Context: an optimization exercise on an open-source flow, tuned for a short achievable clock period and few clock cycles. The choices shown serve that exercise and are no tape-out recipe. In this exercise RTL edits were held to simulation tests only and were not proved equivalent to the original. The clock port is modelled as an ideal driver; clocking choices that lean on that would not hold on a real chip. Power figures rest on the tool's default switching activity, not on a simulated workload.

== lane 4 ==
==> flow/design.v (excerpt) <==
module ad100_cpu
(
  input clk,
  input rst,  
  output     [29:0] addr_1,  
  input      [31:0] read_1,
  output     [29:0] addr_2,  
  input      [31:0] read_2,
  output reg [31:0] write_2,
  output reg        write_enable_1, write_enable_2, write_enable_3, write_enable_4
);
Size: about 6800 cells after synthesis, about 160 I/O pins, about 0.083 mm² of cells after synthesis.
==> module alu, before the edit <==
module alu
(
  input  [9:0]  op,         
  input  [31:0] operand1,
  input  [31:0] operand2,
  input  [4:0]  shift,      
  output [31:0] sum,        
  output        equal,      
  output        less_s,     
  output        less_u,     
  output [31:0] result
);
assign sum = operand1 + operand2;
wire [32:0] diff = {1'b0, operand1} - {1'b0, operand2};
assign equal  = operand1 == operand2;
assign less_u = diff[32];
assign less_s = (operand1[31] != operand2[31]) ? operand1[31] : diff[32];
wire [31:0] shift_left  = operand1 << shift;
wire [31:0] shift_right = {{32{op[9] & operand1[31]}}, operand1} >> shift;
assign result =
    ({32{op[0]}}  & sum)
  | ({32{op[1]}}  & diff[31:0])
  | ({32{op[2]}}  & {31'b0, less_s})
  | ({32{op[3]}} & {31'b0, less_u})
  | ({32{op[4]}}  & (operand1 ^ operand2))
  | ({32{op[5]}}   & (operand1 | operand2))
  | ({32{op[6]}}  & (operand1 & operand2))
  | ({32{op[7]}}  & shift_left)
  | ({32{op[8] | op[9]}} & shift_right);
endmodule
Settings: LEC_CHECK=0, CAP_MARGIN=70, CORE_MARGIN=2, CORE_UTILIZATION=40, SLEW_MARGIN=70; clock period 20.0 ns.
standard.sh (not shown) runs the stock make flow with config.mk's settings and CLKGATE_MAP_FILE= SYNTH_SCRIPT=/design/flow/synth_recipe.tcl, a recipe that flattens the netlist after the stock synthesis.
==> flow/flow/run.sh <==
#!/bin/bash
# Own layout flow: the standard flow (standard.sh), with ORFS's delay
# cells (clkdlybuf4s*, dlygate*, dlymetal*) kept out of the physical steps,
# so that port buffers and wire repeaters are plain buffers:
#  - they are on the don't-use list of the steps after synthesis,
#  - buffer_ports is told to use buf_4 (it picks its cell itself),
#  - after the resize, CTS and global route steps, any delay cell repair
#    inserted anyway is replaced by a plain buffer (swap_delay*.tcl).
# Synthesis runs unchanged first.
set -euo pipefail
HERE=$(pwd)
bash standard.sh synth > synth.log 2>&1
DELAY_CELLS=""
for c in clkdlybuf4s15_1 clkdlybuf4s15_2 clkdlybuf4s18_1 clkdlybuf4s18_2 \
         clkdlybuf4s25_1 clkdlybuf4s25_2 clkdlybuf4s50_1 clkdlybuf4s50_2 \
         dlygate4sd1_1 dlygate4sd2_1 dlygate4sd3_1 \
         dlymetal6s2s_1 dlymetal6s4s_1 dlymetal6s6s_1; do
  DELAY_CELLS="$DELAY_CELLS sky130_fd_sc_hd__$c"
done
export DONT_USE_CELLS="$DELAY_CELLS"
export BUFFER_PORTS_ARGS="-buffer_cell sky130_fd_sc_hd__buf_4"
export POST_RESIZE_TCL="$HERE/flow/swap_delay.tcl"
export POST_CTS_TCL="$HERE/flow/swap_delay_dp.tcl"
export POST_GLOBAL_ROUTE_TCL="$HERE/flow/swap_delay_grt.tcl"
bash standard.sh finish > layout.log 2>&1
Other scripts of this flow, unchanged in this note and not shown: flow/flow/swap_delay.tcl, flow/flow/swap_delay_dp.tcl, flow/flow/swap_delay_grt.tcl
Testbench counts of lane 4, summed over its fixed seeds: cycles 92,608.
Modified inputs, lane 1 compared to lane 4
diff --git a/flow/design.v b/flow/design.v
--- a/flow/design.v
+++ b/flow/design.v
@@ -8,12 +8,15 @@
   output        equal,      
   output        less_s,     
   output        less_u,     
   output [31:0] result
 );
-assign sum = operand1 + operand2;
-wire [32:0] diff = {1'b0, operand1} - {1'b0, operand2};
+wire        sum_carry, diff_carry;
+wire [31:0] diff_low;
+prefix_adder add(.a(operand1), .b(operand2),  .carry_in(1'b0), .sum(sum),      .carry_out(sum_carry));
+prefix_adder sub(.a(operand1), .b(~operand2), .carry_in(1'b1), .sum(diff_low), .carry_out(diff_carry));
+wire [32:0] diff = {!diff_carry, diff_low};
 assign equal  = operand1 == operand2;
 assign less_u = diff[32];
 assign less_s = (operand1[31] != operand2[31]) ? operand1[31] : diff[32];
 wire [31:0] shift_left  = operand1 << shift;
 wire [31:0] shift_right = {{32{op[9] & operand1[31]}}, operand1} >> shift;
@@ -26,10 +29,42 @@
   | ({32{op[5]}}   & (operand1 | operand2))
   | ({32{op[6]}}  & (operand1 & operand2))
   | ({32{op[7]}}  & shift_left)
   | ({32{op[8] | op[9]}} & shift_right);
 endmodule
+module prefix_adder
+(
+  input  [31:0] a,
+  input  [31:0] b,
+  input         carry_in,
+  output [31:0] sum,
+  output        carry_out
+);
+wire [31:0] p = a ^ b;
+wire [31:0] g0 = a & b;
+wire [31:0] gen  [0:5];
+wire [31:0] prop [0:5];
+assign gen[0]  = {g0[31:1], g0[0] | (p[0] & carry_in)};
+assign prop[0] = p;
+genvar l, i;
+generate
+  for (l = 0; l < 5; l = l + 1) begin : level
+    for (i = 0; i < 32; i = i + 1) begin : column
+      if (i >= (1 << l)) begin : merge
+        assign gen[l+1][i]  = gen[l][i] | (prop[l][i] & gen[l][i - (1 << l)]);
+        assign prop[l+1][i] = prop[l][i] & prop[l][i - (1 << l)];
+      end else begin : pass
+        assign gen[l+1][i]  = gen[l][i];
+        assign prop[l+1][i] = prop[l][i];
+      end
+    end
+  end
+endgenerate
+wire [31:0] carry = {gen[5][30:0], carry_in};
+assign sum = p ^ carry;
+assign carry_out = gen[5][31];
+endmodule
 module program_counter
 #(parameter ENTRIES = 8)
 (
   input clk,
   input rst,
Results
- In the metrics for lane 4 and lane 1, the one carrying the higher synthesized cell count is lane 1.
- Fraction of power consumed by the clock network across lane 4 and lane 1: no real change.
- On highest attainable clock frequency, the lower figure sits with lane 1, not lane 4.
- Looking at final setup slack of the worst path across both flows, lane 1 is the weaker of the two, with lane 4 ahead.
- Lane 4 ended up with last_result[30] as its timing endpoint of the critical path; lane 1 ended up with fetch_address[3].
- met3 track utilization from global routing ends up lower on lane 4.
- Max clock tree buffer count of the final layout across lane 4 and lane 1: lane 4
- Summary — multi-input combinational area share, lane 1 relative to lane 4: higher, by 0.17 points.
- Lane 4 -> lane 1: sequential cell count delta 0, exact match
- Sequential share of layout area for lane 1 is lower than for lane 4.
Testbench counts of lane 1, summed over its fixed seeds: cycles 92,608.

========
ad100_cpu, a different RTL version from the one above (not shown whole).
For scale: roughly 2200 flip-flops, ~93000 um^2 of cells after synthesis.
## ad100_cpu
module ad100_cpu
(
  input clk,
  input rst,  
  output     [29:0] addr_1,  
  input      [31:0] read_1,
  output     [29:0] addr_2,  
  input      [31:0] read_2,
  output reg [31:0] write_2,
  output reg        write_enable_1, write_enable_2, write_enable_3, write_enable_4
);
clock: 20.0 ns
lec_check: 0
cap_margin: 70
core_margin: 2
core_utilization: 40
slew_margin: 70
run.sh (not shown) runs the stock make flow with config.mk's settings and CLKGATE_MAP_FILE= SYNTH_SCRIPT=/design/flow/synth_recipe.tcl, a recipe that flattens the netlist after the stock synthesis.
Stock flow here: none of the scripts above is used.
Testbench counts at the start, summed over its fixed seeds: cycles 92,608.
Rerun with:
--- a/flow/design.v
+++ b/flow/design.v
@@ -142,20 +142,19 @@
   input rst,  
   output     [29:0] addr_1,  
   input      [31:0] read_1,
   output     [29:0] addr_2,  
   input      [31:0] read_2,
   output reg [31:0] write_2,
   output reg        write_enable_1, write_enable_2, write_enable_3, write_enable_4
 );
 wire [29:0] program_counter;
-reg  [29:0] fetch_address;
-assign addr_1 = fetch_address;
+assign addr_1 = program_counter;
 wire [31:0] instruction = read_1;
 wire [4:0] opcode1 = instruction[6:2];
 wire [2:0] opcode2 = instruction[14:12];
 wire       opcode3 = instruction[30];
 wire [4:0] dest_reg  = instruction[11:7];
 wire [4:0] src_reg_1 = instruction[19:15];
 wire [4:0] src_reg_2 = instruction[24:20];
 wire [31:0] immed_u = {instruction[31:12], 12'b0};                              
 wire [31:0] immed_i = {{20{instruction[31]}}, instruction[31:20]};              
@@ -365,34 +364,18 @@
     next_pc = ex_pc;
   else if (ex_jalr)
     next_pc = sum[31:2];
   else if (ex_jal)
     next_pc = next_if_taken;
   else if (ex_branch)
     next_pc = branch_taken ? next_if_taken : next_if_not;
   else
     next_pc = next_if_not;
-wire next_fetch    = !ex_valid;
-wire next_replay   = ex_valid && ex_replay;
-wire next_jalr     = ex_valid && !ex_replay && ex_jalr;
-wire next_taken    = ex_valid && !ex_replay && !ex_jalr && (ex_jal || (ex_branch && branch_taken));
-wire next_not      = ex_valid && !ex_replay && !ex_jalr && !(ex_jal || (ex_branch && branch_taken));
-wire [29:0] next_fetch_address =
-    ({30{next_fetch}}  & fetch_next)
-  | ({30{next_replay}} & ex_pc)
-  | ({30{next_jalr}}   & sum[31:2])
-  | ({30{next_taken}}  & next_if_taken)
-  | ({30{next_not}}    & next_if_not);
-always @(posedge clk)
-  if (rst)
-    fetch_address <= {28'hFF00000, 2'b00};  
-  else
-    fetch_address <= next_fetch_address;
 assign btb_insert      = ex_execute && static_jump && !predicted_right;
 assign btb_insert_dest = pc_jump_dest;
 assign btb_invalidate  = {8{ex_execute && ex_predicted && !(static_jump && predicted_right)}} & ex_predicted_entry;
 wire [31:0] write_reg_val =
     alu_result
   | ({32{ex_jal || ex_jalr}}  & {ex_link, 2'b00});
 always @(posedge clk)
   last_result <= write_reg_val;
 always @(posedge clk) begin
Outcome: The new run completed with no timing, DRC or antenna violations; flip-flop and latch count is lower by 30; power stays flat; cell area falls by 0.56%; critical path depth increases by 4; worst setup slack got worse by 0.30 ns; utilization is higher by 0.19 points.
Testbench counts after the change, summed over its fixed seeds: cycles 92,608.

========
## run a
ad100_cpu with an RTL version that a note above also has.
For scale: about 6800 cells after synthesis, about 2000 flip-flops.
==> module alu, before the edit <==
module alu
(
  input  [9:0]  op,         
  input  [31:0] operand1,
  input  [31:0] operand2,
  input  [4:0]  shift,      
  output [31:0] sum,        
  output        equal,      
  output        less_s,     
  output        less_u,     
  output [31:0] result
);
wire        sum_carry, diff_carry;
wire [31:0] diff_low;
prefix_adder add(.a(operand1), .b(operand2),  .carry_in(1'b0), .sum(sum),      .carry_out(sum_carry));
prefix_adder sub(.a(operand1), .b(~operand2), .carry_in(1'b1), .sum(diff_low), .carry_out(diff_carry));
wire [32:0] diff = {!diff_carry, diff_low};
assign equal  = operand1 == operand2;
assign less_u = diff[32];
assign less_s = (operand1[31] != operand2[31]) ? operand1[31] : diff[32];
wire [31:0] shift_left  = operand1 << shift;
wire [31:0] shift_right = {{32{op[9] & operand1[31]}}, operand1} >> shift;
assign result =
    ({32{op[0]}}  & sum)
  | ({32{op[1]}}  & diff[31:0])
  | ({32{op[2]}}  & {31'b0, less_s})
  | ({32{op[3]}} & {31'b0, less_u})
  | ({32{op[4]}}  & (operand1 ^ operand2))
  | ({32{op[5]}}   & (operand1 | operand2))
  | ({32{op[6]}}  & (operand1 & operand2))
  | ({32{op[7]}}  & shift_left)
  | ({32{op[8] | op[9]}} & shift_right);
endmodule
==> module prefix_adder, before the edit <==
module prefix_adder
(
  input  [31:0] a,
  input  [31:0] b,
  input         carry_in,
  output [31:0] sum,
  output        carry_out
);
wire [31:0] p = a ^ b;
wire [31:0] g0 = a & b;
wire [31:0] gen  [0:5];
wire [31:0] prop [0:5];
assign gen[0]  = {g0[31:1], g0[0] | (p[0] & carry_in)};
assign prop[0] = p;
genvar l, i;
generate
  for (l = 0; l < 5; l = l + 1) begin : level
    for (i = 0; i < 32; i = i + 1) begin : column
      if (i >= (1 << l)) begin : merge
        assign gen[l+1][i]  = gen[l][i] | (prop[l][i] & gen[l][i - (1 << l)]);
        assign prop[l+1][i] = prop[l][i] & prop[l][i - (1 << l)];
      end else begin : pass
        assign gen[l+1][i]  = gen[l][i];
        assign prop[l+1][i] = prop[l][i];
      end
    end
  end
endgenerate
wire [31:0] carry = {gen[5][30:0], carry_in};
assign sum = p ^ carry;
assign carry_out = gen[5][31];
endmodule
==> flow/config.mk <==
export PLATFORM = sky130hd
export DESIGN_NAME = ad100_cpu
export DESIGN_NICKNAME = ad100_cpu
export VERILOG_FILES = /design/flow/design.v
export SDC_FILE = /design/flow/constraint.sdc
export NUM_CORES = 4
export LEC_CHECK = 0
export CAP_MARGIN = 70
export CORE_MARGIN = 2
export CORE_UTILIZATION = 45
export SLEW_MARGIN = 70
==> flow/constraint.sdc <==
create_clock -name core_clock -period 20.0 [get_ports {clk}]
set_input_delay 4.0000 -clock core_clock [delete_from_list [all_inputs] [get_ports {clk}]]
set_output_delay 4.0000 -clock core_clock [all_outputs]
set_load 0.01 [all_outputs]
standard.sh (not shown) runs the stock make flow with config.mk's settings and CLKGATE_MAP_FILE= SYNTH_SCRIPT=/design/flow/synth_recipe.tcl, a recipe that flattens the netlist after the stock synthesis.
==> flow/flow/run.sh <==
#!/bin/bash
# Own layout flow: the standard flow (standard.sh), with ORFS's delay
# cells (clkdlybuf4s*, dlygate*, dlymetal*) kept out of the physical steps,
# so that port buffers and wire repeaters are plain buffers:
#  - they are on the don't-use list of the steps after synthesis,
#  - buffer_ports is told to use buf_4 (it picks its cell itself),
#  - after the resize and CTS steps, any delay cell repair inserted anyway
#    is replaced by a plain buffer (swap_delay*.tcl).
# Synthesis runs unchanged first.
set -euo pipefail
HERE=$(pwd)
bash standard.sh synth > synth.log 2>&1
DELAY_CELLS=""
for c in clkdlybuf4s15_1 clkdlybuf4s15_2 clkdlybuf4s18_1 clkdlybuf4s18_2 \
         clkdlybuf4s25_1 clkdlybuf4s25_2 clkdlybuf4s50_1 clkdlybuf4s50_2 \
         dlygate4sd1_1 dlygate4sd2_1 dlygate4sd3_1 \
         dlymetal6s2s_1 dlymetal6s4s_1 dlymetal6s6s_1; do
  DELAY_CELLS="$DELAY_CELLS sky130_fd_sc_hd__$c"
done
export DONT_USE_CELLS="$DELAY_CELLS"
export BUFFER_PORTS_ARGS="-buffer_cell sky130_fd_sc_hd__buf_4"
export POST_RESIZE_TCL="$HERE/flow/swap_delay.tcl"
export POST_CTS_TCL="$HERE/flow/swap_delay_dp.tcl"
bash standard.sh finish > layout.log 2>&1
==> flow/flow/swap_delay.tcl <==
# Replace any delay cell that repair left in the design by a plain buffer of
# similar drive (the don't-use list does not reach every buffering step).
set swapped 0
foreach inst [[ord::get_db_block] getInsts] {
  set m [[$inst getMaster] getName]
  if {[regexp {^sky130_fd_sc_hd__(clkdlybuf4s[0-9]+|dlygate4sd[0-9]|dlymetal6s[0-9]s)_([0-9]+)$} $m -> kind size]} {
    set new [expr {$size >= 2 ? "sky130_fd_sc_hd__buf_4" : "sky130_fd_sc_hd__buf_2"}]
    replace_cell [$inst getName] $new
    incr swapped
  }
}
puts "swap_delay: replaced $swapped delay cells"
==> flow/flow/swap_delay_dp.tcl <==
# As swap_delay.tcl, for a step that has already legalized the placement:
# legalize again if anything changed.
source [file join [file dirname [info script]] swap_delay.tcl]
if {$swapped > 0} {
  detailed_placement
  check_placement -verbose
}
Testbench counts of run a, summed over its fixed seeds: cycles 92,608.
diff inputs: run a => run b
==> flow/design.v, changed modules only <==
module alu
(
  input  [9:0]  op,         
  input  [31:0] operand1,
  input  [31:0] operand2,
  input  [4:0]  shift,      
  output [31:0] sum,        
  output        equal,      
  output        less_s,     
  output        less_u,     
  output [31:0] result
);
assign sum = operand1 + operand2;
wire [32:0] diff = {1'b0, operand1} - {1'b0, operand2};
assign equal  = operand1 == operand2;
assign less_u = diff[32];
assign less_s = (operand1[31] != operand2[31]) ? operand1[31] : diff[32];
wire [31:0] shift_left  = operand1 << shift;
wire [31:0] shift_right = {{32{op[9] & operand1[31]}}, operand1} >> shift;
assign result =
    ({32{op[0]}}  & sum)
  | ({32{op[1]}}  & diff[31:0])
  | ({32{op[2]}}  & {31'b0, less_s})
  | ({32{op[3]}} & {31'b0, less_u})
  | ({32{op[4]}}  & (operand1 ^ operand2))
  | ({32{op[5]}}   & (operand1 | operand2))
  | ({32{op[6]}}  & (operand1 & operand2))
  | ({32{op[7]}}  & shift_left)
  | ({32{op[8] | op[9]}} & shift_right);
endmodule
// module prefix_adder removed
[summary]
- Run b finished all stages; the layout is clean.
- Of run b and run a, the run reporting the higher number of instances in the synthesized netlist was run a.
- Changes observed in run b relative to run a: total nets after synthesis now smaller; number of clock buffer instances in the layout rose 8; wire length went down 2.8%.
- Setup slack after placement in run b vs run a: down 0.0045 ns
- Weighted congestion at the end of routability-driven global placement (run b vs. run a) increases by a few percent
- Run b vs run a on number of instances in the placed design: run b is the lower one.
- Lower clock power among run b and run a: run b
Testbench counts of run b, summed over its fixed seeds: cycles 92,608.

==> static timing again, ports no longer ideal <==
No port has a modelled driver above. Below, the same layouts with a new extraction and two added sets of constraints. Step 1 sets driving cells, clkbuf_16 on the clock port and buf_2 on the other inputs (assumed; they add their load-dependent delay and slew). Step 2 also shifts input and output timing later by t, the mid clock arrival at the registers, as if the neighbouring blocks saw the same clock. a / b / c = ideal / step 1 / step 2; a / b = the first two.
run | t, ns | slack for setup (ns) | worst hold slack (ns) | worst setup path after step 2 | cell pins on the clock port's net
lane 4 | 0.930 | 13.932 / 13.932 / 13.810 | 0.398 / 0.398 / 0.398 | input to register | 1
lane 1 | 0.959 | 13.761 / 13.761 / 13.569 | 0.388 / 0.388 / 0.388 | input to register | 1
the first run of note 2 | 0.967 | 13.776 / 13.776 / 13.048 | 0.368 / 0.368 / 0.368 | input to register | 1
the second run of note 2 | 0.972 | 13.476 / 13.476 / 13.197 | 0.399 / 0.399 / 0.399 | input to register | 1
run a | 0.934 | 13.893 / 13.893 / 13.614 | 0.392 / 0.392 / 0.392 | input to register | 1
run b | 0.942 | 13.523 / 13.523 / 13.523 | 0.358 / 0.358 / 0.358 | register to register | 1
After both steps every run listed still meets setup and hold. The setup slack of the first run of note 2, which loses most, moves by 0.000 ns with the drivers and by -0.728 ns with both steps.
